This design comes from an exercise in tuning for small area and a short achievable clock period on the open sky130 flow, not from production work.
Function was not checked in any run shown here: the RTL went through the layout flow alone.

## flow/design.v (module list and top-level ports; edited modules follow where they fit)
// module CORDIC_pipelined: 55 lines
// module cordic_rom: 2356 lines
// module cordic_top: 12 lines
module cordic_top (
    input  logic clk,
    input  logic signed[15:0] angle,
    output logic signed[15:0] sin, cos
);
  // ...
==> flow/run.sh <==
#!/bin/bash
# synth_recipe.tcl (not shown) runs the flow's synth.tcl, then flattens the netlist and writes it again
# the make line also repeats each setting of config.mk as NAME=value (left out here)
make -C /OpenROAD-flow-scripts/flow DESIGN_CONFIG=/design/flow/config.mk WORK_HOME=/design/flow/orfs CLKGATE_MAP_FILE= SYNTH_SCRIPT=/design/flow/synth_recipe.tcl finish
==> flow/config.mk <==
export PLATFORM = sky130hd
export DESIGN_NAME = cordic_top
export DESIGN_NICKNAME = cordic_top
export VERILOG_FILES = /design/flow/design.v
export SDC_FILE = /design/flow/constraint.sdc
export NUM_CORES = 4
export LEC_CHECK = 0
export ABC_AREA = 1
export CAP_MARGIN = 20
export CORE_MARGIN = 2
export CORE_UTILIZATION = 45
export SLEW_MARGIN = 20
==> flow/constraint.sdc <==
create_clock -name core_clock -period 3.3 [get_ports {clk}]
set_input_delay 0.6600 -clock core_clock [delete_from_list [all_inputs] [get_ports {clk}]]
set_output_delay 0.6600 -clock core_clock [all_outputs]
set_load 0.01 [all_outputs]
==> qor.yml, run 1 <==
status:
  status: "finished clean"
global_routing:
  grt_pass1_wl_mm: 85.79
  grt_max_degree: 35
  grt-busiest-layer: "met2"
clock_tree:
  cts-root-buf: "clkbuf_16"
  cts_resized: 0
  post_cts_buffers: 0
worst_setup_path:
  critPathKind: "reg -> reg"
  crit_buf_inv: 3
  r2r-start: "dut_basic.d7_q[2]"
  reg2reg_to: "dut_basic.sin[3]"
  cp_slowest_cell: "dfxtp_1"
sta:
  fin_hold_ws_ns: 0.3307
  timing.fmax_mhz: 335.5
routing:
  vias_per_cell: 6.293
  drc_errors: 0
  met3_wirelength_mm: 6.941
  drt_iter0_markers: 1789
  met1_length_mm: 21.56
  vias: 14059
  detail-route-antenna-nets: 0
logic_synthesis:
  synth.area.top_cells: "dfxtp_1 28%, nand2_1 11%, ha_1 10%"
  ys_seq_area_share_pct: 28.27
  synth-seq-cells: 164
  synth_top_family_by_area: "simple AND/OR/NAND/NOR gates"
  synth-compound-area-share_pct: 19.58
  synth-simple-area-share_pct: 27.62
  synth_edf_count: 0
  syn_area_per_cell_um2: 6.929
final_layout:
  multi_input_area_share_pct: 51.88
  inverters: 188
  multiInputGateArea_um2: 7460
  seq_cells: 164
floorplan:
  core_area_um2: 25250
  taps: 330
placed_design:
  post_dp_cell_area_um2: 13750
  gp_congestion: 1.159
hold_path:
  whs_path_depth: 0
==> run 2: changes to the inputs <==
--- a/flow/config.mk
+++ b/flow/config.mk
@@ -5,7 +5,6 @@
 export SDC_FILE = /design/flow/constraint.sdc
 export NUM_CORES = 4
 export LEC_CHECK = 0
-export ABC_AREA = 1
 export CAP_MARGIN = 20
 export CORE_MARGIN = 2
 export CORE_UTILIZATION = 45
==> run 2 against run 1 <==
  * Now fails the layout checks on negative setup slack
  * Die area increased by 0.51%
  * Core utilization decreased by 1.1 points
  * Synthesized area increased by 0.52%
  * Synthesized cell count decreased by 7.6%
  * Setup slack got worse by 1.2 ns
  * First-iteration DRC count increased by 11%
  * Maximum frequency decreased by 28%
  * Flip-flop and latch count unchanged
  * Highest routed layer is now met5
==> qor.yml, run 2 <==
status:
  status: "complete, but fails checks"
  so_faults: "negative setup slack"
logic_synthesis:
  synth-seq-cells: 164  # unchanged
  synth_nets: 1668
  yosysMostFrequentCell: "nor2_1"
  yosys.area_share.adder_pct: 11.34
  synthFlopType: "dfxtp_1"
  synth_top_family_by_area: "compound AO/OA/AOI/OAI gates"
  synthTopCellsByCount: "180 x nor2_1, 164 x dfxtp_1, 146 x a21oi_1, 140 x nand2_1, 139 x o21ai_0"
  synth_area_um2: 11670
  synth-compound-area-share_pct: 28.52  # +8.9 points
  synth_cell_types: 85
  ys_seq_area_share_pct: 28.13  # -0.15 points
  syn_area_per_cell_um2: 7.535  # +8.8%
  synth_edf_count: 0  # unchanged
  synth_xor_area_share_pct: 6.260
  synth_top_area_share_pct: 28.13
  ys_warn_count: 1
  yosys.area.top_type: "dfxtp_1"
  synth.area.top_cells: "dfxtp_1 28%, ha_1 10%, a21oi_1 6.3%"
  synthCells: 1549
  async_reset_ff_share_pct: 0
  synth_mux_area_share_pct: 0.8039
  synth-simple-area-share_pct: 19.44  # -8.2 points
sta:
  period_needed_ns: 4.159
  skew_ns: 0.01554
  rsz0062_at_grt: "true"
  tightest_slew_ns: 0.9078
  maxSlewHeadroom_pct: 38.84
  setup_viol: 10
  final.setup.worst_slack_ns: -0.8594
  timing.fmax_mhz: 240.4  # -28%
  maxSlewViolCount: 0
  tns_ns: -5.194
  min_period_over_period_pct: 126.0
  fin_hold_ws_ns: 0.3236  # -0.007094 ns
  hold_viol: 0
floorplan:
  rows: 58
  dieArea_um2: 27240
  pin_count: 49
  fp.dieH_um: 165.1
  start_util_pct: 46.09
  core_area_um2: 25330  # +0.29%
  die_x_um: 165.1
global_routing:
  grt_max_degree: 134  # +280%
  track_usage_pct: 34.37
  grt_pass1_wl_mm: 69.83  # -19%
  globalRouteOverflowTotal: 0
  grt_pass1_vias: 11779
  antenna_found_initial: 1
hold_path:
  hp-class: "reg -> reg"
  holdCritStartpoint: "dut_basic.d4_q[1]"
  whs_path_depth: 0  # unchanged
  whs_endpoint: "dut_basic.d5_q[2]"
final_layout:
  synthToLayoutAreaGrowth_pct: 21.10
  nets: 1782
  final_cell_area_um2: 14130
  final_common_cell: "nor2_1"
  final_cell_mix: "179 x nor2_1, 158 x dfxtp_1, 146 x a21oi_1"
  finalNonFillerCells: 2007
  drive_above_1_share_pct: 13.37
routing:
  vias_per_cell: 6.340  # +0.75%
  first_pass_iters: 11
  drc_errors: 0  # unchanged
  drt_iter0_markers: 1977  # +11%
  drt-wirelength-per-cell_um: 23.33
  routed_wl_mm: 46.83
  vias: 12725  # -9.5%
  detail-route-antenna-nets: 0  # unchanged
clock_tree:
  cts_tree: "done"
  cts_buffer_depth: 2
  cts_sinks: 164
  clock_latency_ns: 0.44
  cts.htree.levels: 4
  numCtsBuffers: 17
  cts-root-buf: "clkbuf_16"
  clk_pin_slew_ns: 0.08
worst_setup_path:
  crit_path_start_kind: "register"
  r2r_slack_ns: -0.86
  crit_fanout: 3
  reg2reg_to: "dut_basic.z1_q[13]"
  critPathKind: "reg -> reg"
  r2r-start: "dut_basic.a_q[3]"
  crit_arrival_ns: 4.53
  cp-end-kind: "register"
  crit_required_ns: 3.67
  r2r_cells: 16
run:
  maxCapViolCount: 0
placed_design:
  post_dp_cell_area_um2: 13310  # -3.2%
  pre_cts_slack_ns: -0.8312
  gp_congestion: 1.099  # -5.2%
  io_buffers: 48
  placed_cells_incl_taps: 1961
  dp_hpwl_mm: 33.76
-- run 2: routing by layer --
layer	track usage [%]	part of all wire, %	vias to the layer above
li1	-	-	5823
met1	45.58	41	5781
met2	48.66	40	906
met3	13.24	14	211
met4	16.60	5.3	4
met5	0	0.14	-
-- run 2: worst max path at each step --
stage,start,endpoint,slack [ns],cells after the start
final,dut_basic.a_q[3],dut_basic.z1_q[13],-0.86,16
after global routing,dut_basic.a_q[3],dut_basic.z1_q[13],-1.0,16
after CTS,dut_basic.a_q[3],dut_basic.z1_q[13],-0.83,16
after detailed placement,dut_basic.a_q[3],dut_basic.z1_q[13],-0.83,15
after global placement,dut_basic.a_q[3],dut_basic.z1_q[13],-0.80,15
after floorplan,dut_basic.a_q[3],dut_basic.z1_q[13],-0.92,16
-- run 2: logic make-up after synthesis --
family | Yosys count
AO/OA/AOI/OAI | 526
AND/OR/NAND/NOR | 498
adder cells (fa/ha/maj) | 103
XOR/XNOR | 81
multiplexers | 8
flip-flops | 164
buffers and inverters | 169
-- run 2: worst max-delay path, cell delays in order (launching register included) --
cell,delay [ns]
dfxtp_2,0.33
or4_4,0.52
or4_4,0.52
nor2_4,0.16
xnor2_4,0.15
clkinv_4,0.08
ha_4,0.22
a21o_1,0.17
a21o_1,0.20
a211o_1,0.26
and4_1,0.22
or3_4,0.39
o211ai_4,0.11
a21boi_2,0.09
o41ai_2,0.29
mux2i_1,0.26
xnor2_1,0.13
-- run 2: final cells by class --
class / instances / area (um^2)
clock buffers: 17 / 425.4
fillers: 2331 / 11190
diodes: 1 / 2.502
flip-flops and latches: 164 / 3296
multi-input cells: 1216 / 7863
repair buffers: 195 / 1678
well taps: 330 / 412.9
clock inverters: 15 / 193.9
inverters: 69 / 264.0
-- run 2: stage by stage --
stage,util (%)
after global placement,52.55
after CTS,55.44
after global routing,55.80
after floorplan,-
after detailed placement,52.55
final,55.81
-- run 2: what timing repair did --
item / CTS / global route
pin swaps: 8 / 7
gates resized for setup: 14 / 7
buffers inserted: 6 / 7
cloned: 0 / 0
setup endpoints to repair: 10 / 10
hold buffers: 0 / 0
==> module CORDIC_pipelined, before the edit <==
module CORDIC_pipelined (
    input clk,
    input logic signed[15:0] angle,
    output logic signed[15:0] sin, cos
);
logic signed[15:0] a_q;
logic signed[15:0] z1_q;
logic [0:0] d1_q;
logic signed[14:0] z2_q;
logic [1:0] d2_q;
logic signed[14:0] z3_q;
logic [2:0] d3_q;
logic signed[13:0] z4_q;
logic [3:0] d4_q;
logic signed[13:0] z5_q;
logic [4:0] d5_q;
logic signed[13:0] z6_q;
logic [5:0] d6_q;
logic [7:0] d7_q;
logic [31:0] rom_d;
logic signed[15:0] z0;
assign z0 = ~a_q + 16'sd1;
logic signed[15:0] z1;
assign z1 = z0[15] ? 16'(z0 + 16'sd12867) : 16'(z0 - 16'sd12867);
logic signed[14:0] z2;
assign z2 = z1_q[15] ? 15'(z1_q + 16'sd7596) : 15'(z1_q - 16'sd7596);
logic signed[14:0] z3;
assign z3 = z2_q[14] ? 15'(z2_q + 15'sd4013) : 15'(z2_q - 15'sd4013);
logic signed[13:0] z4;
assign z4 = z3_q[14] ? 14'(z3_q + 15'sd2037) : 14'(z3_q - 15'sd2037);
logic signed[13:0] z5;
assign z5 = z4_q[13] ? 14'(z4_q + 14'sd1022) : 14'(z4_q - 14'sd1022);
logic signed[13:0] z6;
assign z6 = z5_q[13] ? 14'(z5_q + 14'sd511) : 14'(z5_q - 14'sd511);
logic signed[13:0] z7;
assign z7 = z6_q[13] ? 14'(z6_q + 14'sd255) : 14'(z6_q - 14'sd255);
always_ff @(posedge clk) begin
    a_q <= angle;
    z1_q <= z1;
    d1_q <= z0[15];
    z2_q <= z2;
    d2_q <= {d1_q, z1_q[15]};
    z3_q <= z3;
    d3_q <= {d2_q, z2_q[14]};
    z4_q <= z4;
    d4_q <= {d3_q, z3_q[14]};
    z5_q <= z5;
    d5_q <= {d4_q, z4_q[13]};
    z6_q <= z6;
    d6_q <= {d5_q, z5_q[13]};
    d7_q <= {d6_q, z6_q[13], z7[13]};
    {sin, cos} <= rom_d;
end
cordic_rom rom_i (.d(d7_q), .q(rom_d));
endmodule
==> run 3: changes to the inputs <==
==> flow/design.v (replaced) <==
module CORDIC_pipelined (
    input clk,
    input logic signed[15:0] angle,
    output logic signed[15:0] sin, cos
);
logic [15:0] t_in;
logic [15:0] a_q;
assign t_in = a_q - 16'd1;
logic [14:0] u0_q;
logic d0_q;
logic [14:0] u1;
logic [14:0] u1_q;
logic [1:0] i1_q;    
logic [15:0] v0;
assign v0 = {1'b0, u0_q} - 16'd12867;
logic [14:0] f1;
assign f1 = v0[14:0] ^ {15{v0[15]}};
assign u1 = f1;
logic [6:0] lpos;
logic [5:0] q0;
logic [5:0] tg;
cordic_htab htab_i (.d(u1_q[14:7]), .q({lpos, q0, tg}));
logic [5:0] q0_q;
logic [5:0] tg_q;
logic c_q;
logic [6:0] lo_q, lp_q;
assign c_q = lo_q >= lp_q;
logic [1:0] iq_q;
logic [5:0] late;
assign late = {(q0_q[5] ^ (c_q & tg_q[5])), (q0_q[4] ^ (c_q & tg_q[4])), (q0_q[3] ^ (c_q & tg_q[3])), (q0_q[2] ^ (c_q & tg_q[2])), (q0_q[1] ^ (c_q & tg_q[1])), (q0_q[0] ^ (c_q & tg_q[0]))};
logic [7:0] x0_q, x1_q, x2_q;    
logic [31:0] rom_d;
logic [34:0] rc_q;
logic rn40, rn190, rn188, rn156, rn210, rn220, rn262, rn124, rn201, rn72, rn214, rn212, rn194, rn131, rn105, rn101, rn62, rn154, rn287, rn132, rn76, rn70, rn121, rn451, rn82, rn79, rn633, rn151, rn99, rn195, rn493, rn225, rn69, rn197, rn144, rn60, rn460, rn81, rn684, rn64, rn65, rn288, rn243, rn437, rn429, rn383, rn325, rn153, rn112, rn164, rn78, rn608, rn107, rn74, rn165, rn679, rn109, rn371, rn375, rn455, rn604, rn354, rn652, rn128, rn568, rn118, rn319, rn694, rn95, rn505, rn133, rn642, rn597, rn593, rn378, rn207, rn54, rn311, rn163, rn360, rn703, rn740, rn283, rn678, rn61, rn235, rn250, rn634, rn145, rn291, rn280, rn386, rn289, rn211, rn379, rn303, rn552, rn663, rn80, rn218, rn488, rn471, rn106, rn720, rn605, rn300, rn181, rn191, rn362, rn213, rn618, rn567, rn458, rn333, rn677, rn252, rn649, rn83, rn77, rn71, rn268, rn233, rn369, rn240, rn518, rn489, rn260, rn196, rn202, rn149, rn134, rn317, rn348, rn389, rn611, rn111, rn384, rn343, rn258, rn500, rn56, rn215, rn241, rn122, rn176, rn57, rn616, rn555, rn609, rn53, rn269, rn49, rn662, rn668, rn119, rn66, rn660, rn278, rn100, rn157, rn246, rn94, rn284, rn494, rn198, rn155, rn620, rn628, rn452, rn329, rn705, rn606, rn600, rn113, rn135, rn671, rn249, rn146, rn203, rn166, rn326, rn328, rn226, rn583, rn565, rn560, rn657, rn655, rn266, rn574, rn707, rn454, rn129, rn689, rn247, rn108, rn301, rn92, rn265, rn361, rn208, rn741, rn139, rn63, rn544, rn178, rn292, rn723, rn290, rn594, rn380, rn310, rn304, rn364, rn559, rn542, rn427, rn242, rn236, rn495, rn506, rn501, rn448, rn441, rn337, rn438, rn688, rn402, rn349, rn277, rn270, rn259, rn102, rn553, rn459, rn674, rn73, rn562, rn253, rn519, rn650, rn192, rn482, rn507, rn699, rn318, rn729, rn390, rn641, rn619, rn396, rn334, rn592, rn355, rn356, rn363, rn704, rn569, rn491, rn174, rn669, rn666, rn664, rn55, rn58, rn84, rn445, rn573, rn536, rn234, rn370, rn693, rn180, rn529, rn285, rn120, rn96, rn535, rn490, rn158, rn504, rn499, rn125, rn123, rn430, rn695, rn728, rn714, rn339, rn706, rn686, rn607, rn632, rn621, rn610, rn385, rn341, rn625, rn305, rn617, rn556, rn737, rn742, rn138, rn739, rn321, rn672, rn251, rn244, rn147, rn199, rn204, rn160, rn167, rn464, rn136, rn721, rn423, rn643, rn635, rn630, rn622, rn404, rn599, rn330, rn327, rn344, rn227, rn279, rn219, rn216, rn598, rn629, rn566, rn656, rn639, rn130, rn584, rn658, rn114, rn456, rn523, rn393, rn726, rn110, rn302, rn248, rn508, rn391, rn350, rn578, rn308, rn209, rn528, rn534, rn179, rn324, rn267, rn590, rn312, rn67, rn561, rn575, rn651, rn537, rn492, rn712, rn690, rn640, rn340, rn293, rn271, rn261, rn75, rn543, rn520, rn193, rn461, rn730, rn408, rn338, rn602, rn554, rn467, rn399, rn320, rn392, rn357, rn511, rn680, rn59, rn296, rn545, rn428, rn237, rn524, rn446, rn715, rn711, rn687, rn387, rn372, rn175, rn365, rn580, rn738, rn736, rn673, rn667, rn85, rn546, rn245, rn653, rn286, rn97, rn148, rn481, rn182, rn159, rn502, rn465, rn126, rn722, rn724, rn708, rn636, rn612, rn398, rn221, rn646, rn615, rn306, rn41, rn42, rn254, rn205, rn140, rn137, rn644, rn623, rn331, rn281, rn217, rn168, rn359, rn570, rn595, rn413, rn696, rn659, rn170, rn115, rn585, rn381, rn727, rn509, rn25, rn405, rn309, rn424, rn400, rn351, rn591, rn313, rn88, rn530, rn496, rn513, rn691, rn581, rn563, rn576, rn538, rn127, rn713, rn342, rn272, rn263, rn603, rn557, rn200, rn731, rn421, rn322, rn222, rn681, rn68, rn238, rn431, rn716, rn631, rn388, rn297, rn103, rn358, rn512, rn47, rn549, rn654, rn161, rn150, rn466, rn725, rn419, rn613, rn395, rn373, rn264, rn733, rn366, rn44, rn675, rn670, rn86, rn547, rn525, rn483, rn183, rn503, rn637, rn345, rn294, rn282, rn414, rn307, rn43, rn255, rn141, rn645, rn624, rn332, rn169, rn420, rn401, rn24, rn665, rn382, rn394, rn223, rn497, rn435, rn692, rn596, rn314, rn582, rn550, rn531, rn697, rn539, rn206, rn409, rn239, rn104, rn732, rn411, rn571, rn682, rn417, rn152, rn514, rn443, rn717, rn601, rn87, rn548, rn526, rn510, rn468, rn346, rn295, rn273, rn367, rn45, rn676, rn184, rn406, rn38, rn256, rn142, rn171, rn26, rn709, rn335, rn403, rn614, rn415, rn397, rn638, rn425, rn422, rn23, rn315, rn586, rn462, rn442, rn410, rn224, rn116, rn527, rn447, rn440, rn432, rn418, rn412, rn647, rn551, rn257, rn515, rn347, rn274, rn162, rn368, rn407, rn626, rn10, rn143, rn683, rn710, rn661, rn39, rn89, rn298, rn46, rn336, rn21, rn433, rn426, rn22, rn719, rn718, rn700, rn698, rn463, rn444, rn316, rn37, rn177, rn532, rn449, rn648, rn579, rn230, rn228, rn521, rn516, rn275, rn19, rn587, rn374, rn627, rn17, rn352, rn172, rn476, rn479, rn20, rn734, rn50, rn299, rn48, rn434, rn701, rn469, rn323, rn185, rn472, rn533, rn450, rn588, rn376, rn522, rn353, rn453, rn735, rn35, rn51, rn416, rn36, rn173, rn685, rn484, rn436, rn702, rn540, rn473, rn186, rn589, rn15, rn377, rn457, rn93, rn32, rn52, rn18, rn34, rn487, rn485, rn439, rn33, rn541, rn187, rn27, rn470, rn276, rn98, rn90, rn486, rn498, rn16, rn12, rn189, rn231, rn474, rn91, rn28, rn117, rn31, rn517, rn229, rn480, rn232, rn475, rn558, rn30, rn13, rn477, rn564, rn29, rn478, rn572, rn14, rn577, rn11;
assign rn156 = ~x2_q[2];
assign rn220 = ~x2_q[3];
assign rn72 = ~(x2_q[4] & x2_q[3]);
assign rn212 = ~(x2_q[2] & x2_q[1]);
assign rn131 = ~(x2_q[4] & x2_q[1]);
assign rn105 = ~(x2_q[2] & x2_q[3]);
assign rn101 = ~(x2_q[5] & x2_q[0]);
assign rn62 = ~(x2_q[5] | x2_q[0]);
assign rn70 = x2_q[1] | ~x2_q[4];
assign rn451 = x2_q[3] | ~x2_q[2];
assign rn82 = x2_q[0] | ~x2_q[3];
assign rn79 = x2_q[0] | ~x2_q[5];
assign rn633 = x2_q[5] & ~x2_q[4];
assign rn151 = x2_q[0] & ~x2_q[5];
assign rn195 = x2_q[3] | ~x2_q[0];
assign rn493 = x2_q[4] | ~x2_q[5];
assign rn144 = x2_q[1] | ~x2_q[2];
assign rn81 = x2_q[2] & ~x2_q[4];
assign rn164 = x2_q[2] | x2_q[0];
assign rn78 = x2_q[2] | x2_q[1];
assign rn608 = x2_q[5] | x2_q[0];
assign rn54 = rn220 & ~rn131;
assign rn283 = rn62 & ~rn105;
assign rn181 = rn633 & ~rn451;
assign rn662 = rn195 | rn156;
assign rn119 = rn493 | x2_q[1];
assign rn671 = rn78 | rn72;
assign rn40 = ~rc_q[7];
assign rn190 = ~rc_q[1];
assign rn188 = ~rc_q[6];
assign rn210 = ~rc_q[5];
assign rn262 = ~rc_q[0];
assign rn124 = ~rc_q[4];
assign rn201 = ~(rc_q[4] | rc_q[2]);
assign rn214 = ~(rc_q[4] | rc_q[5]);
assign rn194 = ~(rc_q[2] | rc_q[3]);
assign rn154 = ~(rc_q[0] | rc_q[3]);
assign rn287 = ~(rc_q[1] | rc_q[3]);
assign rn132 = ~(rc_q[5] & rc_q[3]);
assign rn76 = rc_q[4] | ~rc_q[1];
assign rn121 = rc_q[1] & ~rc_q[3];
assign rn99 = rc_q[4] & ~rc_q[3];
assign rn225 = rc_q[0] & ~rc_q[2];
assign rn69 = rc_q[4] & ~rc_q[5];
assign rn197 = rc_q[1] & ~rc_q[0];
assign rn60 = rc_q[1] & ~rc_q[2];
assign rn460 = rc_q[2] | ~rc_q[3];
assign rn684 = rc_q[6] & ~rc_q[7];
assign rn64 = rc_q[0] & ~rc_q[1];
assign rn65 = rc_q[3] & ~rc_q[5];
assign rn288 = rc_q[2] & ~rc_q[0];
assign rn243 = rc_q[2] | ~rc_q[5];
assign rn437 = rc_q[7] & ~rc_q[6];
assign rn429 = rc_q[7] | ~rc_q[2];
assign rn383 = rc_q[5] & ~rc_q[6];
assign rn325 = rc_q[5] | ~rc_q[2];
assign rn153 = rc_q[5] & rc_q[2];
assign rn112 = rc_q[4] & rc_q[5];
assign rn107 = ~rn214;
assign rn74 = rc_q[2] & rc_q[0];
assign rn165 = rc_q[4] | rc_q[1];
assign rn679 = ~rc_q[21];
assign rn109 = rc_q[6] | rc_q[7];
assign rn371 = rc_q[0] & rc_q[3];
assign rn375 = rc_q[6] & rc_q[7];
assign rn455 = ~rn194;
assign rn604 = rc_q[4] & rc_q[2];
assign rn354 = ~rn99;
assign rn652 = ~rc_q[14];
assign rn128 = ~rn60;
assign rn568 = ~rn684;
assign rn118 = ~rc_q[24];
assign rn319 = ~rn437;
assign rn694 = ~rc_q[10];
assign rn95 = ~rn112;
assign rn505 = ~rn74;
assign rn133 = ~(rc_q[21] | rn132);
assign rn642 = ~(rc_q[18] | rc_q[12]);
assign rn597 = rn201 & ~rn188;
assign rn593 = rc_q[17] & ~rc_q[12];
assign rn378 = rc_q[28] & ~rn194;
assign rn207 = rn214 & ~rc_q[3];
assign rn311 = rn210 & ~rc_q[12];
assign rn163 = ~(rc_q[24] & rc_q[5]);
assign rn360 = ~(rc_q[10] | rc_q[8]);
assign rn703 = rc_q[5] & ~rc_q[12];
assign rn740 = ~(rc_q[14] & rc_q[1]);
assign rn678 = ~(rc_q[20] | rn154);
assign rn61 = ~(rn60 & rc_q[4]);
assign rn235 = ~(rc_q[20] | rc_q[14]);
assign rn250 = ~(rn288 & rc_q[4]);
assign rn634 = rc_q[17] & ~rn154;
assign rn145 = ~(rc_q[12] | rc_q[8]);
assign rn291 = rc_q[15] & ~rn194;
assign rn280 = ~(rn76 | rc_q[10]);
assign rn386 = rn194 & ~rn124;
assign rn289 = ~(rn287 | rn288);
assign rn211 = rn210 & ~rc_q[15];
assign rn379 = ~(rn112 | rn214);
assign rn303 = rc_q[12] | rn190;
assign rn552 = ~(rc_q[28] & rc_q[19]);
assign rn663 = ~(rc_q[25] & rc_q[24]);
assign rn80 = ~(rc_q[19] | rc_q[10]);
assign rn218 = ~(rc_q[18] | rn165);
assign rn488 = rn214 & rn194;
assign rn471 = rn214 | rn40;
assign rn106 = rc_q[15] | rc_q[7];
assign rn720 = ~(rc_q[25] & rc_q[15]);
assign rn605 = ~(rn132 | rn604);
assign rn300 = rc_q[22] & ~rn76;
assign rn191 = rc_q[10] & ~rc_q[32];
assign rn362 = rn225 & ~rc_q[20];
assign rn213 = rn69 & ~rc_q[28];
assign rn618 = rc_q[13] & ~rc_q[14];
assign rn567 = rc_q[10] & ~rc_q[4];
assign rn458 = rc_q[33] & ~rn60;
assign rn333 = rn225 & ~rc_q[4];
assign rn677 = rn194 | ~rc_q[10];
assign rn252 = rc_q[32] & ~rc_q[12];
assign rn649 = rn124 & ~rn460;
assign rn83 = rc_q[13] & ~rc_q[24];
assign rn77 = rn65 & ~rn76;
assign rn71 = rn69 | ~rc_q[20];
assign rn268 = rc_q[22] & ~rc_q[8];
assign rn233 = rn121 & ~rc_q[17];
assign rn369 = rc_q[8] & ~rn210;
assign rn240 = rn60 & ~rc_q[3];
assign rn518 = rn190 & ~rc_q[24];
assign rn489 = rc_q[3] & ~rc_q[20];
assign rn260 = rn65 & ~rc_q[21];
assign rn196 = rn194 | ~rc_q[14];
assign rn202 = rn201 & ~rc_q[24];
assign rn149 = rn124 & ~rc_q[8];
assign rn134 = rc_q[13] & ~rc_q[10];
assign rn317 = rn197 | ~rn194;
assign rn348 = rn69 & ~rn262;
assign rn389 = rc_q[13] & ~rc_q[5];
assign rn611 = rn197 & ~rc_q[12];
assign rn111 = rn99 & ~rn60;
assign rn384 = rn76 & ~rc_q[2];
assign rn343 = rn154 & ~rc_q[20];
assign rn258 = rn153 & ~rn76;
assign rn500 = rc_q[20] | rc_q[3];
assign rn56 = rn121 | ~rn153;
assign rn215 = rn214 & ~rc_q[25];
assign rn241 = rn112 & ~rc_q[19];
assign rn122 = rc_q[10] | rc_q[2];
assign rn176 = rc_q[9] | rn190;
assign rn57 = rc_q[9] | rn262;
assign rn616 = rn460 | rn262;
assign rn555 = rc_q[5] & ~rc_q[19];
assign rn609 = rc_q[1] & ~rc_q[11];
assign rn53 = rn74 | ~rc_q[25];
assign rn269 = rn153 & ~rn165;
assign rn49 = rn65 & ~rc_q[19];
assign rn668 = rc_q[18] | rc_q[13];
assign rn66 = rn64 & rn65;
assign rn660 = rn64 | rc_q[9];
assign rn278 = rc_q[17] & ~rn112;
assign rn100 = rc_q[19] | ~rn99;
assign rn157 = rc_q[10] | rn190;
assign rn246 = rn69 & ~rc_q[19];
assign rn94 = rn371 & ~rc_q[1];
assign rn284 = rn76 | rc_q[15];
assign rn494 = rc_q[24] | rc_q[9];
assign rn198 = rn197 | ~rn165;
assign rn155 = rn153 & ~rn154;
assign rn620 = rn60 | rn210;
assign rn628 = rn60 & rn65;
assign rn452 = rc_q[30] | rn210;
assign rn329 = rn460 | rc_q[33];
assign rn705 = rc_q[20] | rc_q[10];
assign rn606 = rc_q[9] | rc_q[3];
assign rn600 = rn65 | rn124;
assign rn113 = rn112 & ~rc_q[7];
assign rn135 = rc_q[20] | rc_q[11];
assign rn249 = rn153 | rn197;
assign rn146 = rc_q[19] | rc_q[9];
assign rn203 = rn112 & rn121;
assign rn166 = rc_q[25] | rn165;
assign rn326 = rn371 | rc_q[1];
assign rn328 = rc_q[19] | rn154;
assign rn226 = rn225 & rn112;
assign rn583 = rn210 ? rc_q[0] : rn76;
assign rn565 = rc_q[1] ? rc_q[2] : rc_q[30];
assign rn560 = rn124 ? rc_q[10] : rn288;
assign rn657 = rn124 ? rn210 : rn60;
assign rn655 = rn124 ? rc_q[2] : rn121;
assign rn266 = rn190 ? rc_q[22] : rc_q[14];
assign rn574 = ~rc_q[29];
assign rn707 = ~rn146;
assign rn454 = rc_q[5] ? rn74 : rc_q[15];
assign rn129 = rc_q[3] ? rn128 : rc_q[20];
assign rn689 = ~(rn280 | rn235);
assign rn247 = rn133 | rn40;
assign rn108 = ~(rn106 | rn107);
assign rn301 = ~(rn300 | rc_q[31]);
assign rn92 = rc_q[6] & ~rn207;
assign rn265 = rc_q[15] & ~rn163;
assign rn361 = rn360 & ~rc_q[3];
assign rn208 = rn207 & ~rn128;
assign rn741 = rn201 & ~rn740;
assign rn139 = rc_q[26] & ~rc_q[25];
assign rn63 = rc_q[33] & ~rn61;
assign rn544 = rc_q[21] & ~rn235;
assign rn178 = rn634 & ~rc_q[5];
assign rn292 = rn291 & ~rn95;
assign rn723 = rn703 & ~rn505;
assign rn290 = rn214 & ~rn289;
assign rn594 = rn593 | rn210;
assign rn380 = rn379 & ~rn378;
assign rn310 = ~(rn241 | rc_q[26]);
assign rn304 = ~(rn303 | rn122);
assign rn364 = rn311 & rn197;
assign rn559 = ~(rn278 | rn287);
assign rn542 = ~(rn66 | rn241);
assign rn427 = ~(rn157 & rn128);
assign rn242 = ~(rn240 | rn241);
assign rn236 = rn235 | rn210;
assign rn495 = ~(rn494 & rn188);
assign rn506 = rn505 & ~rn303;
assign rn501 = ~(rn500 | rn288);
assign rn448 = rn109 | rn311;
assign rn441 = rn106 | ~rn112;
assign rn337 = rn99 & ~rn552;
assign rn438 = rn437 | rn360;
assign rn688 = rn642 & ~rn552;
assign rn402 = ~(rn269 | rn605);
assign rn349 = ~(rn348 | rn269);
assign rn277 = ~(rn198 & rn194);
assign rn270 = ~(rn268 | rn269);
assign rn259 = ~(rn258 | rc_q[31]);
assign rn102 = ~(rn100 | rc_q[18]);
assign rn553 = rn64 | rn552;
assign rn459 = rn107 & ~rn458;
assign rn674 = rn252 & ~rn552;
assign rn73 = rc_q[12] & ~rn71;
assign rn562 = rn218 | rn109;
assign rn253 = rn252 & ~rc_q[1];
assign rn519 = rc_q[14] & ~rn518;
assign rn650 = rn649 & ~rc_q[1];
assign rn192 = rn190 & ~rn191;
assign rn482 = rn300 & ~rc_q[11];
assign rn507 = rn77 & ~rn262;
assign rn699 = rn214 & ~rn317;
assign rn318 = rn124 & ~rn317;
assign rn729 = rn354 & ~rn518;
assign rn390 = rn389 & ~rn197;
assign rn641 = rn233 & ~rn95;
assign rn619 = rn348 & ~rn291;
assign rn396 = rn369 & ~rc_q[3];
assign rn334 = rn207 | ~rn333;
assign rn592 = rn258 | ~rn500;
assign rn355 = rn191 | rn354;
assign rn356 = rn652 & ~rn176;
assign rn363 = rn362 | rn213;
assign rn704 = rn57 & ~rn703;
assign rn569 = rn567 | rn568;
assign rn491 = rn191 | rc_q[17];
assign rn174 = rc_q[34] | ~rc_q[23];
assign rn669 = rn552 & ~rn668;
assign rn666 = rc_q[24] & ~rc_q[27];
assign rn664 = rc_q[23] & ~rn663;
assign rn55 = rn53 | ~rc_q[26];
assign rn58 = rn56 & ~rn57;
assign rn84 = rn83 | rn80;
assign rn445 = rn268 | ~rn616;
assign rn573 = rn154 & ~rc_q[27];
assign rn536 = rc_q[32] & ~rn100;
assign rn234 = rn233 | rn153;
assign rn370 = rn369 | rc_q[4];
assign rn693 = rn94 & ~rc_q[4];
assign rn180 = rn489 & rn153;
assign rn529 = rc_q[15] & ~rn157;
assign rn285 = rc_q[34] | ~rn284;
assign rn120 = rn118 & ~rc_q[27];
assign rn96 = rn94 & ~rn95;
assign rn535 = rc_q[5] & ~rn284;
assign rn490 = rn488 | rn489;
assign rn158 = rc_q[17] & ~rn157;
assign rn504 = rn71 & rn225;
assign rn499 = rc_q[13] & ~rn155;
assign rn125 = rn49 & ~rn124;
assign rn123 = rn121 & ~rn122;
assign rn430 = rn176 & ~rn429;
assign rn695 = rn552 & rn348;
assign rn728 = rn379 & ~rn329;
assign rn714 = rn618 | rn118;
assign rn339 = rn489 | rn153;
assign rn706 = rn455 & ~rn705;
assign rn686 = rn56 & ~rn348;
assign rn607 = rn606 & ~rn360;
assign rn632 = rn609 & ~rn354;
assign rn621 = rn291 & ~rn620;
assign rn610 = rn604 & ~rn609;
assign rn385 = rn384 | rn121;
assign rn341 = rn262 & ~rn258;
assign rn625 = rn389 | rn188;
assign rn305 = rc_q[22] & ~rn135;
assign rn617 = rn616 | rn379;
assign rn556 = rn555 | rn333;
assign rn737 = rn241 | rn609;
assign rn742 = rn53 & rn703;
assign rn138 = rc_q[31] | rn269;
assign rn739 = rn49 | rn214;
assign rn321 = rn53 | rn107;
assign rn672 = rc_q[29] & ~rc_q[31];
assign rn251 = rn249 & ~rn250;
assign rn244 = rn94 | rn243;
assign rn147 = rn146 & ~rn145;
assign rn199 = rn198 | rn196;
assign rn204 = rn203 | ~rn146;
assign rn160 = rn94 | rn118;
assign rn167 = rn163 & ~rn166;
assign rn464 = rn146 & ~rn134;
assign rn136 = rn134 | ~rn135;
assign rn721 = rn720 | rn176;
assign rn423 = rn40 & ~rn146;
assign rn643 = rn241 | rn642;
assign rn635 = rn326 & ~rn634;
assign rn630 = rn291 | rn600;
assign rn622 = rn609 | rn360;
assign rn404 = rn56 & ~rn203;
assign rn599 = rn249 | ~rn455;
assign rn330 = rn329 & ~rn328;
assign rn327 = rn326 & ~rn325;
assign rn344 = rn343 | rn215;
assign rn227 = rn40 & ~rn226;
assign rn279 = rn278 & rn64;
assign rn219 = rn135 & ~rn218;
assign rn216 = rn215 | rn213;
assign rn598 = rn597 ? rn190 : rn40;
assign rn629 = rn628 | rn203;
assign rn566 = rn95 & ~rn565;
assign rn656 = rn655 & ~rc_q[0];
assign rn639 = rn620 & ~rn583;
assign rn130 = ~(rn129 | rc_q[18]);
assign rn584 = rn583 | rc_q[15];
assign rn658 = rn657 | rn260;
assign rn114 = rn111 ? rc_q[7] : rn113;
assign rn456 = rn455 & ~rn454;
assign rn523 = rn129 | rc_q[5];
assign rn393 = rc_q[6] & ~rn108;
assign rn726 = ~(rn488 | rn337);
assign rn110 = rn108 | ~rn109;
assign rn302 = rn262 & ~rn301;
assign rn248 = rn247 | rn246;
assign rn508 = ~(rn507 | rn506);
assign rn391 = ~(rn390 | rn207);
assign rn350 = ~(rn349 | rn192);
assign rn578 = rn215 | ~rn92;
assign rn308 = rn265 & ~rn76;
assign rn209 = rn188 & ~rn208;
assign rn528 = rn139 | ~rn375;
assign rn534 = rn292 & ~rn197;
assign rn179 = rn178 & ~rc_q[21];
assign rn324 = rn265 & ~rn121;
assign rn267 = rn265 & ~rn266;
assign rn590 = rc_q[30] & ~rn380;
assign rn312 = rn310 & ~rn311;
assign rn67 = rn66 | rn63;
assign rn561 = rn559 & ~rn560;
assign rn575 = rn361 | rn574;
assign rn651 = ~(rn650 | rn180);
assign rn537 = ~(rn536 | rn535);
assign rn492 = ~(rn490 & rn491);
assign rn712 = ~(rn339 | rn379);
assign rn690 = rn689 & ~rn364;
assign rn640 = ~(rn607 | rn165);
assign rn340 = ~(rn339 | rc_q[13]);
assign rn293 = rn292 | rn290;
assign rn271 = rn163 & ~rn270;
assign rn261 = rn259 & ~rn260;
assign rn75 = rn74 & ~rn73;
assign rn543 = rn542 | rn225;
assign rn520 = rn214 & ~rn519;
assign rn193 = rc_q[17] & ~rn192;
assign rn461 = rn460 & ~rn459;
assign rn730 = rn694 & ~rn729;
assign rn408 = ~rn393;
assign rn338 = rn337 | rn188;
assign rn602 = rn188 & ~rn396;
assign rn554 = rn553 | rn459;
assign rn467 = rn253 | rn364;
assign rn399 = rn699 | rc_q[6];
assign rn320 = rn318 | rn319;
assign rn392 = ~rn391;
assign rn357 = rn355 & ~rn356;
assign rn511 = rn704 | ~rn460;
assign rn680 = rn122 & ~rn174;
assign rn59 = rn55 & ~rn58;
assign rn296 = rn445 & ~rn660;
assign rn545 = rn234 & ~rn544;
assign rn428 = rn370 & ~rn427;
assign rn237 = rn157 & ~rn693;
assign rn524 = rn120 | ~rn122;
assign rn446 = rn445 | ~rn291;
assign rn715 = rn250 & ~rn714;
assign rn711 = rn664 & ~rn76;
assign rn687 = rc_q[22] & ~rn686;
assign rn387 = rn385 & ~rn386;
assign rn372 = rn371 & ~rn370;
assign rn175 = rn174 & ~rn124;
assign rn365 = rn363 | rn364;
assign rn580 = rn617 & ~rn618;
assign rn738 = rn491 & ~rn737;
assign rn736 = rc_q[19] & ~rn321;
assign rn673 = rn262 & ~rn672;
assign rn667 = rn666 | rn139;
assign rn85 = rn84 | rn77;
assign rn546 = rn536 | rn208;
assign rn245 = rn242 & ~rn244;
assign rn653 = rn356 | rn178;
assign rn286 = rn285 | rn145;
assign rn97 = rn96 | rc_q[7];
assign rn148 = rn147 | ~rn132;
assign rn481 = rn174 & rn284;
assign rn182 = rn180 | rc_q[31];
assign rn159 = rn158 | rn155;
assign rn502 = rn501 | rn499;
assign rn465 = rn464 & ~rn80;
assign rn126 = rn125 | rn123;
assign rn722 = rn721 & ~rn482;
assign rn724 = rn723 | rn695;
assign rn708 = rn707 | rn706;
assign rn636 = rc_q[16] & ~rn635;
assign rn612 = rn611 | rn610;
assign rn398 = rn599 & ~rn600;
assign rn221 = rc_q[22] & ~rn219;
assign rn646 = rn625 | rn207;
assign rn615 = rn92 | ~rn404;
assign rn306 = rn304 | rn305;
assign rn41 = rn742 | rn741;
assign rn42 = rn138 | rn739;
assign rn254 = rn253 | rn251;
assign rn205 = rn204 | rn202;
assign rn140 = rn138 | rn139;
assign rn137 = rn136 | rn133;
assign rn644 = rn643 | rn641;
assign rn623 = rn622 | rn621;
assign rn331 = rn330 | rn327;
assign rn281 = rn279 | rn280;
assign rn217 = rn216 | rn211;
assign rn168 = rn629 | ~rn284;
assign rn359 = rn130 & ~rn124;
assign rn570 = rn569 | rn566;
assign rn595 = rn188 ? rn592 : rn594;
assign rn413 = rn664 ^ rn190;
assign rn696 = rn574 ? rn694 : rn695;
assign rn659 = rn658 | rn656;
assign rn170 = rn677 ? rn678 : rn305;
assign rn115 = ~(rn114 | rn110);
assign rn585 = ~(rn584 & rn209);
assign rn381 = ~(rn380 | rn209);
assign rn727 = rn262 & ~rn726;
assign rn509 = rn508 & ~rn504;
assign rn25 = rn188 & ~rn391;
assign rn405 = rn393 & rn404;
assign rn309 = rn308 & ~rn194;
assign rn424 = ~(rn423 | rn399);
assign rn400 = ~(rn391 | rn399);
assign rn351 = rn350 | rc_q[7];
assign rn591 = rn56 & ~rn590;
assign rn313 = rc_q[0] & ~rn312;
assign rn88 = ~(rn109 | rn296);
assign rn530 = rn529 | rn528;
assign rn496 = rn492 & ~rn495;
assign rn513 = ~(rn237 | rn620);
assign rn691 = rn690 & ~rn688;
assign rn581 = ~(rn57 & rn580);
assign rn563 = rn562 | rn561;
assign rn576 = rn575 | rn573;
assign rn538 = ~(rn537 & rn148);
assign rn127 = ~(rn126 | rn120);
assign rn713 = rn712 | rn65;
assign rn342 = rn341 | rn340;
assign rn272 = rn271 | rn267;
assign rn263 = rn261 | rn262;
assign rn603 = ~(rn602 | rn398);
assign rn557 = rn554 & ~rn556;
assign rn200 = rn199 | rn193;
assign rn731 = rn730 | rn728;
assign rn421 = rn399 & ~rn110;
assign rn322 = rn320 | ~rn321;
assign rn222 = ~(rn221 | rn217);
assign rn681 = rn679 & ~rn680;
assign rn68 = rn59 & ~rn67;
assign rn238 = rn237 & ~rn236;
assign rn431 = rn430 & ~rn428;
assign rn716 = rn190 & ~rn715;
assign rn631 = ~(rn630 | rn168);
assign rn388 = rn383 & ~rn387;
assign rn297 = rn296 | ~rn227;
assign rn103 = rn40 & ~rn296;
assign rn358 = rn357 | rc_q[2];
assign rn512 = rn511 | rc_q[10];
assign rn47 = rn188 & ~rn736;
assign rn549 = rn428 | rc_q[22];
assign rn654 = rn651 & ~rn653;
assign rn161 = rn159 & ~rn160;
assign rn150 = rn148 & ~rn149;
assign rn466 = rc_q[3] & ~rn465;
assign rn725 = rn722 & ~rn724;
assign rn419 = rn511 & ~rn708;
assign rn613 = rn607 & ~rn612;
assign rn395 = rc_q[5] & ~rn398;
assign rn373 = rn372 | rn285;
assign rn264 = rn97 | ~rn242;
assign rn733 = rn319 | rn296;
assign rn366 = rn365 | rn361;
assign rn44 = rn738 | rc_q[3];
assign rn675 = rn674 | rn673;
assign rn670 = rn669 | rn667;
assign rn86 = rn85 | rn75;
assign rn547 = rn546 | rn545;
assign rn525 = rn524 | rn97;
assign rn483 = rn481 | rn482;
assign rn183 = rn182 | rn96;
assign rn503 = rn502 | rn308;
assign rn637 = rn636 | rn632;
assign rn345 = rn344 | rn159;
assign rn294 = rn293 | rn286;
assign rn282 = rn277 & ~rn281;
assign rn414 = ~(rn393 | rn413);
assign rn307 = rn306 | rn302;
assign rn43 = rn41 | rn42;
assign rn255 = rn254 | rn248;
assign rn141 = rn140 | rn137;
assign rn645 = rn644 | rn640;
assign rn624 = rn623 | rn619;
assign rn332 = rn331 | rn324;
assign rn169 = rn167 | rn168;
assign rn420 = ~rn419;
assign rn401 = ~rn613;
assign rn24 = rc_q[6] ? rn108 : rn392;
assign rn665 = rn649 & ~rn413;
assign rn382 = ~(rn381 & rn115);
assign rn394 = rn393 | rn25;
assign rn223 = ~(rn222 & rn209);
assign rn497 = rn40 & ~rn496;
assign rn435 = ~(rn431 | rn107);
assign rn692 = rn691 & ~rn687;
assign rn596 = rn595 | rn591;
assign rn314 = rn313 | rn309;
assign rn582 = rn581 & ~rn265;
assign rn550 = ~(rn549 & rn88);
assign rn531 = rn530 | rn286;
assign rn697 = rn696 | rn513;
assign rn539 = rn538 | rn534;
assign rn206 = rn200 & ~rn205;
assign rn409 = ~(rn637 | rn631);
assign rn239 = rn234 & ~rn238;
assign rn104 = rn103 & ~rn102;
assign rn732 = rn731 | rn727;
assign rn411 = ~(rn645 | rn639);
assign rn571 = rn512 & ~rn570;
assign rn682 = rn681 | rn170;
assign rn417 = rn654 & ~rn659;
assign rn152 = rc_q[32] & ~rn150;
assign rn514 = rn513 | ~rn512;
assign rn443 = rn431 | rn188;
assign rn717 = rn716 | rn713;
assign rn601 = rc_q[6] & ~rn395;
assign rn87 = rn68 & ~rn86;
assign rn548 = rn543 & ~rn547;
assign rn526 = rn523 & ~rn525;
assign rn510 = rn509 & ~rn503;
assign rn468 = rn467 | rn466;
assign rn346 = rn342 & ~rn345;
assign rn295 = rn294 | ~rn282;
assign rn273 = rn272 | rn264;
assign rn367 = rn366 | rn359;
assign rn45 = rn44 & ~rn43;
assign rn676 = rn675 | rn670;
assign rn184 = rn183 | rn179;
assign rn406 = rn580 & ~rn624;
assign rn38 = rn603 ^ rc_q[7];
assign rn256 = rn255 | rn245;
assign rn142 = rn141 | rn130;
assign rn171 = rn169 | rn170;
assign rn26 = rn382 & ~rn388;
assign rn709 = rn419 ^ rc_q[7];
assign rn335 = rn332 ? rn124 : rn334;
assign rn403 = rn393 ? rn402 : rn401;
assign rn614 = rn188 ? rn402 : rn401;
assign rn415 = rn394 & ~rn414;
assign rn397 = rn394 & ~rn396;
assign rn638 = ~(rn409 & rn188);
assign rn425 = ~(rn717 | rn711);
assign rn422 = rn692 & ~rn697;
assign rn23 = rn394 | rn395;
assign rn315 = rn314 | rn307;
assign rn586 = rn585 | rn582;
assign rn462 = rn206 & ~rn461;
assign rn442 = ~(rn441 & rn87);
assign rn410 = rn409 & ~rn408;
assign rn224 = rn206 & ~rn223;
assign rn116 = rn104 & ~rn115;
assign rn527 = rn417 | ~rn94;
assign rn447 = ~(rn446 & rn45);
assign rn440 = ~(rn320 | rn45);
assign rn432 = rn725 & ~rn732;
assign rn418 = rn417 & ~rn408;
assign rn412 = rn411 & ~rc_q[6];
assign rn647 = rn411 & ~rn646;
assign rn551 = rn548 & ~rn550;
assign rn257 = ~(rn256 | rn239);
assign rn515 = rn510 & ~rn514;
assign rn347 = rn338 & ~rn346;
assign rn274 = rn273 | ~rn263;
assign rn162 = rn161 | rn152;
assign rn368 = rn358 & ~rn367;
assign rn407 = rn406 & ~rc_q[6];
assign rn626 = rn406 & ~rn625;
assign rn10 = rn596 ? rc_q[7] : rn598;
assign rn143 = rn127 & ~rn142;
assign rn683 = rn682 | rn676;
assign rn710 = rn399 & ~rn709;
assign rn661 = rn417 ? rn437 : rn88;
assign rn39 = rn601 ^ rc_q[7];
assign rn89 = rn87 ^ rn88;
assign rn298 = rn295 ? rn103 : rn297;
assign rn46 = rn45 ^ rn40;
assign rn336 = rn335 | rn188;
assign rn21 = rn403 | rn400;
assign rn433 = ~(rn431 | rn432);
assign rn426 = rn424 & ~rn425;
assign rn22 = rn397 | rn398;
assign rn719 = rn425 & ~rn568;
assign rn718 = rn375 & ~rn425;
assign rn700 = rn103 & ~rn422;
assign rn698 = rn422 & ~rn40;
assign rn463 = rc_q[7] & ~rn462;
assign rn444 = rn442 & ~rn443;
assign rn316 = rn107 & ~rn315;
assign rn37 = rn614 ^ rn40;
assign rn177 = ~(rn162 | rn176);
assign rn532 = rn527 & ~rn531;
assign rn449 = rn447 & ~rn448;
assign rn648 = rn638 & ~rn647;
assign rn579 = rn578 | rn315;
assign rn230 = rn224 & rn104;
assign rn228 = rn227 | rn224;
assign rn521 = rn257 & ~rn520;
assign rn516 = rn92 & ~rn515;
assign rn275 = rn274 & ~rn257;
assign rn19 = rn412 | rn410;
assign rn587 = rn368 & ~rn586;
assign rn374 = rn368 & ~rn373;
assign rn627 = rn615 & ~rn626;
assign rn17 = rn421 ? rn422 : rn420;
assign rn352 = rn351 | rn347;
assign rn172 = rn171 | rn162;
assign rn476 = rn460 & ~rn143;
assign rn479 = rn143 & ~rn399;
assign rn20 = rn407 | rn405;
assign rn734 = rn432 ? rn733 : rn109;
assign rn50 = rn683 | rn665;
assign rn299 = rn188 & ~rn298;
assign rn48 = rn46 | rn47;
assign rn434 = rn393 & ~rn433;
assign rn701 = rn700 | rn399;
assign rn469 = rn468 | rn463;
assign rn323 = rn322 | rn316;
assign rn185 = rn184 | rn177;
assign rn472 = ~(rn471 | rn172);
assign rn533 = rn532 | rn526;
assign rn450 = rn449 | rn444;
assign rn588 = rn579 & ~rn587;
assign rn376 = rn375 & ~rn374;
assign rn522 = rn521 | rc_q[6];
assign rn353 = rn336 & ~rn352;
assign rn453 = rn92 & ~rn172;
assign rn735 = rn719 | ~rn734;
assign rn35 = rn648 ^ rc_q[7];
assign rn51 = rn49 & ~rn50;
assign rn416 = rn415 | rn50;
assign rn36 = rn627 ^ rc_q[7];
assign rn173 = rc_q[6] ? rn143 : rn172;
assign rn685 = rn50 ? rn684 : rn375;
assign rn484 = ~(rn483 | rn185);
assign rn436 = rn435 | rn434;
assign rn702 = rn701 | rn698;
assign rn540 = rn533 & ~rn539;
assign rn473 = rn472 | rn437;
assign rn186 = rn185 | rn175;
assign rn589 = rc_q[7] & ~rn588;
assign rn15 = rn450 | rn440;
assign rn377 = rn376 | rn353;
assign rn457 = rn456 | rn453;
assign rn93 = rn92 & ~rn51;
assign rn32 = rn735 | rn718;
assign rn52 = rn51 | rn47;
assign rn18 = rn416 & ~rn418;
assign rn34 = ~(rn685 | rn661);
assign rn487 = rn462 & ~rn484;
assign rn485 = rn484 & ~rc_q[6];
assign rn439 = rn436 & ~rn438;
assign rn33 = rn702 & ~rn710;
assign rn541 = rn522 & ~rn540;
assign rn187 = rn186 & ~rn104;
assign rn27 = rn323 & ~rn377;
assign rn470 = rn457 & ~rn469;
assign rn276 = rn93 & ~rn275;
assign rn98 = rn93 & ~rn97;
assign rn90 = rn52 & ~rn89;
assign rn486 = rn463 & ~rn485;
assign rn498 = rn497 | rn487;
assign rn16 = rn439 | rn426;
assign rn12 = rn551 | rn541;
assign rn189 = rn187 | rn188;
assign rn231 = rn98 & ~rn186;
assign rn474 = rn473 | rn470;
assign rn91 = rn48 & ~rn90;
assign rn28 = rn299 | rn276;
assign rn117 = rn116 | rn98;
assign rn31 = ~rn91;
assign rn517 = rn498 & ~rn516;
assign rn229 = rn189 & ~rn228;
assign rn480 = rn474 & ~rn479;
assign rn232 = rn231 | rn230;
assign rn475 = rn474 | rn452;
assign rn558 = rn557 | rn91;
assign rn30 = rn173 ^ rn117;
assign rn13 = rn517 | rn486;
assign rn477 = rn475 & ~rn476;
assign rn564 = rn558 & ~rn563;
assign rn29 = rn232 | rn229;
assign rn478 = rn477 | rn399;
assign rn572 = rn571 | rn564;
assign rn14 = rn478 & ~rn480;
assign rn577 = rn572 & ~rn576;
assign rn11 = rn589 | rn577;
assign rom_d = {rn40, rn40, rn39, rn38, rn37, rn36, rn35, rn34, rn33, rn32, rn31, rn30, rn29, rn28, rn27, rn26, rn25, rn24, rn23, rn22, rn21, rn20, rn19, rn18, rn17, rn16, rn15, rn14, rn13, rn12, rn11, rn10};
always_ff @(posedge clk) begin
    a_q <= angle;
    u0_q <= t_in[14:0] ^ {15{t_in[15]}};
    d0_q <= ~t_in[15];
    u1_q <= u1;
    i1_q <= {d0_q, v0[15]};
    q0_q <= q0;
    tg_q <= tg;
    lo_q <= u1_q[6:0];
    lp_q <= lpos;
    iq_q <= i1_q;
    x0_q <= {iq_q, late};
    x1_q <= x0_q;
    x2_q <= x1_q;
    rc_q[0] <= x2_q[0];
    rc_q[1] <= x2_q[1];
    rc_q[2] <= x2_q[2];
    rc_q[3] <= x2_q[3];
    rc_q[4] <= x2_q[4];
    rc_q[5] <= x2_q[5];
    rc_q[6] <= x2_q[6];
    rc_q[7] <= x2_q[7];
    rc_q[8] <= rn144;
    rc_q[9] <= rn493;
    rc_q[10] <= rn79;
    rc_q[11] <= rn608;
    rc_q[12] <= rn72;
    rc_q[13] <= rn81;
    rc_q[14] <= rn195;
    rc_q[15] <= rn105;
    rc_q[16] <= rn633;
    rc_q[17] <= rn156;
    rc_q[18] <= rn101;
    rc_q[19] <= rn78;
    rc_q[20] <= rn70;
    rc_q[21] <= rn131;
    rc_q[22] <= rn220;
    rc_q[23] <= rn662;
    rc_q[24] <= rn82;
    rc_q[25] <= rn164;
    rc_q[26] <= rn54;
    rc_q[27] <= rn119;
    rc_q[28] <= rn212;
    rc_q[29] <= rn671;
    rc_q[30] <= rn451;
    rc_q[31] <= rn181;
    rc_q[32] <= rn151;
    rc_q[33] <= rn62;
    rc_q[34] <= rn283;
    {sin, cos} <= rom_d;
end
endmodule
module cordic_htab(d, q);
  input [7:0] d;
  wire [7:0] d;
  output [18:0] q;
  wire [18:0] q;
  wire _0_;
  wire _10_;
  wire _11_;
  wire _12_;
  wire _13_;
  wire _14_;
  wire _15_;
  wire _16_;
  wire _17_;
  wire _18_;
  wire _19_;
  wire _1_;
  wire _20_;
  wire _21_;
  wire _22_;
  wire _23_;
  wire _24_;
  wire _25_;
  wire _26_;
  wire _27_;
  wire _28_;
  wire _29_;
  wire _2_;
  wire _30_;
  wire _31_;
  wire _32_;
  wire _33_;
  wire _34_;
  wire _35_;
  wire _36_;
  wire _37_;
  wire _38_;
  wire _39_;
  wire _3_;
  wire _40_;
  wire _41_;
  wire _42_;
  wire _43_;
  wire _44_;
  wire _45_;
  wire _46_;
  wire _47_;
  wire _48_;
  wire _49_;
  wire _4_;
  wire _50_;
  wire _51_;
  wire _52_;
  wire _53_;
  wire _54_;
  wire _55_;
  wire _56_;
  wire _57_;
  wire _58_;
  wire _59_;
  wire _5_;
  wire _60_;
  wire _61_;
  wire _62_;
  wire _63_;
  wire _64_;
  wire _65_;
  wire _66_;
  wire _67_;
  wire _68_;
  wire _69_;
  wire _6_;
  wire _70_;
  wire _71_;
  wire _72_;
  wire _73_;
  wire _74_;
  wire _75_;
  wire _76_;
  wire _77_;
  wire _78_;
  wire _79_;
  wire _7_;
  wire _80_;
  wire _81_;
  wire _82_;
  wire _83_;
  wire _84_;
  wire _85_;
  wire _86_;
  wire _87_;
  wire _88_;
  wire _89_;
  wire _8_;
  wire _90_;
  wire _91_;
  wire _92_;
  wire _93_;
  wire _9_;
  assign _60_ = ~_61_;
  assign _59_ = ~(d[2] | d[1]);
  assign _58_ = _59_ | d[5];
  assign _57_ = _60_ & ~(_58_);
  assign _56_ = _57_ | _62_;
  assign _55_ = d[2] & ~(_61_);
  assign _54_ = _55_ | d[5];
  assign _53_ = d[6] | d[7];
  assign _52_ = _54_ & ~(_53_);
  assign _51_ = ~(d[0] | d[5]);
  assign _50_ = d[0] ? d[5] : d[6];
  assign _49_ = _50_ | d[1];
  assign _48_ = _51_ & ~(_49_);
  assign _47_ = ~d[2];
  assign _46_ = ~(d[1] & d[0]);
  assign _45_ = d[6] & ~(_46_);
  assign _44_ = _47_ & ~(_45_);
  assign _43_ = _44_ | _48_;
  assign _42_ = _43_ | _61_;
  assign _41_ = d[7] | ~(d[6]);
  assign _40_ = _41_ | _54_;
  assign _39_ = _42_ & ~(_40_);
  assign q[10] = _39_ | _52_;
  assign _38_ = q[10] | _56_;
  assign _37_ = ~d[0];
  assign _36_ = ~d[5];
  assign _35_ = _61_ | _36_;
  assign _34_ = d[2] & ~(_35_);
  assign q[11] = ~(_34_ | _53_);
  assign _33_ = _56_ | d[0];
  assign _32_ = q[11] ? _37_ : _33_;
  assign q[17] = _38_ & ~(_32_);
  assign _31_ = _37_ & ~(_41_);
  assign _30_ = ~(_35_ | _59_);
  assign _29_ = _31_ & ~(_30_);
  assign _28_ = _29_ | q[17];
  assign _27_ = _65_ & ~(_66_);
  assign _26_ = _27_ | d[4];
  assign _25_ = d[1] & ~(d[2]);
  assign _24_ = _25_ & ~(_61_);
  assign _23_ = _26_ & ~(_24_);
  assign _22_ = ~(d[0] & d[5]);
  assign _21_ = _53_ | _22_;
  assign _20_ = _21_ | _23_;
  assign q[5] = d[4] & ~(_20_);
  assign q[18] = _28_ & ~(q[5]);
  assign q[16] = q[18] & _33_;
  assign _19_ = _53_ | ~(_51_);
  assign _18_ = _61_ & ~(_19_);
  assign _17_ = _24_ | ~(_49_);
  assign _16_ = _38_ & ~(_17_);
  assign _15_ = _28_ & ~(_16_);
  assign q[15] = _15_ | _18_;
  assign _14_ = ~(_19_ | _55_);
  assign _13_ = _14_ & ~(_66_);
  assign _12_ = _27_ | _64_;
  assign _11_ = _12_ ^ q[10];
  assign _10_ = q[18] & ~(_11_);
  assign q[13] = _10_ | _13_;
  assign _9_ = ~d[4];
  assign _8_ = _50_ | _9_;
  assign _7_ = q[13] & ~(_8_);
  assign _6_ = _19_ | d[4];
  assign _5_ = ~(_6_ | q[13]);
  assign _4_ = ~(_26_ & _36_);
  assign _3_ = _62_ | ~(_31_);
  assign _2_ = d[4] & ~(_64_);
  assign _1_ = _2_ | _3_;
  assign _0_ = _1_ | ~(_4_);
  assign _93_ = ~(_0_ & _20_);
  assign _92_ = _93_ | _5_;
  assign q[14] = _92_ | _7_;
  assign q[4] = q[18] & _24_;
  assign _91_ = _59_ & ~(_19_);
  assign _90_ = _28_ & _65_;
  assign q[1] = _90_ | _91_;
  assign q[12] = q[1] | q[4];
  assign _89_ = d[3] & ~(_43_);
  assign _88_ = _9_ & ~(_89_);
  assign _87_ = _88_ | _36_;
  assign _86_ = _88_ & ~(d[5]);
  assign _85_ = _86_ | d[7];
  assign q[9] = _87_ & ~(_85_);
  assign _84_ = _43_ & ~(d[3]);
  assign _83_ = _84_ | _9_;
  assign _82_ = _84_ & ~(d[4]);
  assign _81_ = _82_ | d[7];
  assign q[8] = _83_ & ~(_81_);
  assign _80_ = q[18] | q[11];
  assign _79_ = _80_ | ~(_65_);
  assign _78_ = _79_ & ~(_91_);
  assign _77_ = d[6] & ~(_35_);
  assign _76_ = d[3] & ~(_77_);
  assign _75_ = _78_ ? _66_ : _76_;
  assign q[7] = _75_ & ~(d[7]);
  assign _74_ = d[1] & ~(_14_);
  assign _73_ = _80_ & ~(_74_);
  assign _72_ = d[2] & ~(d[7]);
  assign _71_ = _72_ & ~(_77_);
  assign q[6] = _71_ ^ _73_;
  assign _70_ = _47_ & ~(_50_);
  assign _69_ = _59_ | d[7];
  assign _68_ = _69_ | _70_;
  assign _67_ = _68_ | _66_;
  assign q[3] = _88_ & ~(_67_);
  assign q[2] = _84_ & ~(_68_);
  assign q[0] = d[1] ? _14_ : _28_;
  assign _66_ = ~d[3];
  assign _65_ = d[2] & d[1];
  assign _64_ = _66_ & ~(_65_);
  assign _63_ = d[4] | ~(d[5]);
  assign _62_ = _64_ & ~(_63_);
  assign _61_ = ~(d[4] & d[3]);
endmodule
module cordic_top (
    input  logic clk,
    input  logic signed[15:0] angle,
    output logic signed[15:0] sin, cos
);
    CORDIC_pipelined dut_basic(
        .clk(clk),
        .angle(angle),
        .sin(sin),
        .cos(cos)
    );
endmodule
==> flow/flow/run.sh (new file) <==
#!/bin/bash
# The standard layout (standard.sh: the standard flow's synthesis and ORFS flow, unchanged), except:
# - the port buffers ORFS puts on every input and output are plain buffers
#   (sky130_fd_sc_hd__buf_2) instead of the delay buffer buffer_ports picks by default;
# - clock tree synthesis gets ORFS's usual arguments plus -dont_use_dummy_load, so it
#   adds no load-only inverters to the clock tree.
set -euo pipefail
export BUFFER_PORTS_ARGS="-buffer_cell sky130_fd_sc_hd__buf_2"
export CTS_ARGS="-sink_clustering_enable -repair_clock_nets -buf_list sky130_fd_sc_hd__clkbuf_8 -dont_use_dummy_load"
bash standard.sh > standard.log 2>&1
==> flow/standard.sh (new file) <==
#!/bin/bash
# synth_recipe.tcl (not shown) runs the flow's synth.tcl, then flattens the netlist and writes it again
# the make line also repeats each setting of config.mk as NAME=value (left out here)
make -C /OpenROAD-flow-scripts/flow DESIGN_CONFIG=/design/flow/config.mk WORK_HOME=/design/flow/orfs CLKGATE_MAP_FILE= SYNTH_SCRIPT=/design/flow/synth_recipe.tcl "${@:-finish}"
--- a/flow/config.mk
+++ b/flow/config.mk
@@ -5,7 +5,10 @@
 export SDC_FILE = /design/flow/constraint.sdc
 export NUM_CORES = 4
 export LEC_CHECK = 0
+export ABC_AREA = 1
 export CAP_MARGIN = 20
 export CORE_MARGIN = 2
 export CORE_UTILIZATION = 45
+export CTS_BUF_LIST = sky130_fd_sc_hd__clkbuf_8
+export SETUP_SLACK_MARGIN = 1.3
 export SLEW_MARGIN = 20
removed: flow/run.sh
==> run 3 against run 2 <==
  * Final area decreased by 34%
  * Via count decreased by 38%
  * Highest routed layer is now met4
  * Sequential share of layout area increased by 13 points
  * Clock skew increased by 0.021 ns
  * Global-route usage increased by 1.5 points
  * Now clean on timing, DRC and antenna
  * Critical path depth decreased by 5
  * Critical path type unchanged
  * Largest cell class unchanged
  * Maximum frequency increased by 110%
==> qor.yml, run 3 <==
status:
  status: "finished clean"
placed_design:
  io_buffers: 48  # unchanged
  gp_congestion: 1.111  # +1.1%
  placed_cells_incl_taps: 1339  # -32%
  dp_hpwl_mm: 25.36  # -25%
hold_path:
  whs_path_depth: 1  # +1
routing:
  drt-wirelength-per-cell_um: 23.63  # +1.2%
  vias_per_cell: 5.717  # -9.8%
  drt_iter0_markers: 810  # -59%
  vias: 7872  # -38%
  drc_errors: 0  # unchanged
run:
  maxCapViolCount: 0  # unchanged
logic_synthesis:
  synth_mux_area_share_pct: 0.1255  # -0.68 points
  synth-compound-area-share_pct: 12.35  # -16 points
  synth-simple-area-share_pct: 27.09  # +7.6 points
  synth_xor_area_share_pct: 8.537  # +2.3 points
  async_reset_ff_share_pct: 0  # unchanged
  synth_cell_types: 57  # -33%
  synth-seq-cells: 167  # +1.8%
floorplan:
  die_x_um: 137.1  # -17%
  dieArea_um2: 18800  # -31%
  start_util_pct: 46.09  # about the same
  fp.dieH_um: 137.1  # -17%
  core_area_um2: 17300  # -32%
  rows: 48  # -17%
  pin_count: 49  # unchanged
sta:
  hold_viol: 0  # unchanged
  setup_viol: 0  # -10
  maxSlewViolCount: 0  # unchanged
  tns_ns: 0  # +5.194 ns
final_layout:
  register_area_um2: 3393  # +3.0%
  final_cell_mix: "233 x nand2_1, 147 x dfxtp_1, 113 x nor2_1"
  nets: 1185  # -34%
  n_fill_cell: 1696  # -27%
global_routing:
  antenna_found_initial: 0  # -1
  grt_pass1_vias: 7755  # -34%
  grt-busiest-layer: "met2"
  track_usage_pct: 35.88  # +1.5 points
  grt_max_degree: 19  # -86%
  gr-usage-met1_pct: 42.16  # -3.4 points
clock_tree:
  cts_buffer_depth: 2  # unchanged
  cts_tree: "done"
  cts_sinks: 167  # +1.8%
  clock_latency_ns: 0.47  # +0.03 ns
worst_setup_path:
  cp_cell_sequence: "buf_4 -> ha_4 -> inv_1 -> nor2_1 -> inv_1 -> o21ai_0 -> nor4_1 -> o21ai_1 -> nand2_1 -> nand3_1 -> o21ai_1"
  critical_path.max_stage_delay_ns: 0.37  # -0.15 ns
  r2r_cells: 11  # -5
-- run 3: cell count changes after synthesis, moves of 26 or more --
| cell | before | now |
|---|---|---|
| xnor2_1 | 62 | 17 |
| inv_1 | 64 | 107 |
| a31oi_1 | 29 | 3 |
| ha_1 | 97 | 14 |
| clkbuf_1 | 79 | 8 |
| nor3_1 | 53 | 24 |
| nor2_1 | 180 | 128 |
| nand3_1 | 23 | 56 |
| nand2_1 | 140 | 245 |
| a21oi_1 | 146 | 42 |
| o21ai_0 | 139 | 65 |
-- run 3: what timing repair did --
item | in CTS | in global routing
pin swaps | 4 | 16
setup endpoints to repair | 33 | 27
resized for setup | 46 | 77
hold buffers | 0 | 0
buffers inserted | 10 | 11
-- run 3: final cells by class --
| cell class | count | area share, % |
|---|---|---|
| Timing Repair Buffer | 95 | 6.829 |
| Tap cell | 225 | 3.019 |
| Clock buffer | 17 | 2.509 |
| Inverter | 125 | 5.313 |
| Multi-Input combinational cell | 748 | 45.95 |
| Sequential cell | 167 | 36.38 |
-- run 3: worst reg2reg max path: stages (launching register included) --
cell and delay, ns:
dfxtp_4 0.37, buf_4 0.15, ha_4 0.20, inv_1 0.08, nor2_1 0.05, inv_1 0.16, o21ai_0 0.15, nor4_1 0.34
o21ai_1 0.13, nand2_1 0.14, nand3_1 0.08, o21ai_1 0.10
-- run 3: per-stage QoR --
| step | area (um^2) | setup slack, ns | hold WS (ns) | utilization, % |
|---|---|---|---|---|
| floorplan | 7973 | 1.320 | 0.3096 | - |
| global placement | 8539 | 0.3173 | 0.3095 | 49.37 |
| detailed placement | 8539 | 0.4374 | 0.3121 | 49.37 |
| CTS | 8994 | 1.265 | 0.2668 | 52.00 |
| global route | 9326 | 1.233 | 0.2602 | 53.92 |
| finish | 9326 | 1.279 | 0.2791 | 53.92 |
-- run 3: cell families (layout without fill, tap and decap cells) --
group	count (synthesis)	after routing
and+or+nand+nor	503	503
AOI/OAI and AO/OA	169	169
DFF	167	167
buffers and inverters	150	237
xor gates and xnor gates	61	61
adders and majority gates	14	14
muxes	1	1
-- run 3: final timing paths --
kind                           from                 to  slack [ns]
setup / recovery  dut_basic.rc_q[4]   dut_basic.sin[2]        1.28
hold reg to reg   dut_basic.x0_q[3]  dut_basic.x1_q[3]        0.31
setup reg to reg  dut_basic.rc_q[4]   dut_basic.sin[2]        1.28
hold / removal             angle[9]   dut_basic.a_q[9]        0.28
-- run 3: per-layer routing --
layer	part of all wire, %	vias to the layer above	wire (um)
met5	0	-	0
met4	8.2	0	2675
li1	-	3602	-
met2	46	465	14990
met1	37	3656	12170
met3	8.3	149	2698

-- what the ideal ports hide --
The results above use ideal ports. As a check the final layouts listed here were re-extracted and re-timed, cells and wires unchanged. Step 1 (the two cells are an assumption about what drives the block):
set clk [get_ports {clk}]
set_driving_cell -lib_cell sky130_fd_sc_hd__clkbuf_16 $clk
set_driving_cell -lib_cell sky130_fd_sc_hd__buf_2 [delete_from_list [all_inputs] $clk]
Step 2 adds t to the input delays and takes it off the output delays; t is the mean of the earliest and latest rising clock arrival at the registers after step 1. Input paths then give back, and output paths get back, about the clock's delay inside the block. a / b / c = ideal / step 1 / step 2; a / b = the first two.
| run | shift t [ns] | setup WS [ns] | hold WS [ns] | worst setup path after step 2 | worst data-port slew with drivers (ns) |
|---|---|---|---|---|---|
| run 1 | 0.477 | 0.319 / 0.319 / 0.319 | 0.331 / 0.331 / 0.331 | register to register | 0.04 |
| run 2 | 0.481 | -0.859 / -0.859 / -0.859 | 0.324 / 0.324 / 0.324 | register to register | 0.05 |
| run 3 | 0.499 | 1.279 / 1.279 / 1.279 | 0.279 / 0.258 / 0.314 | register to register | 0.03 |
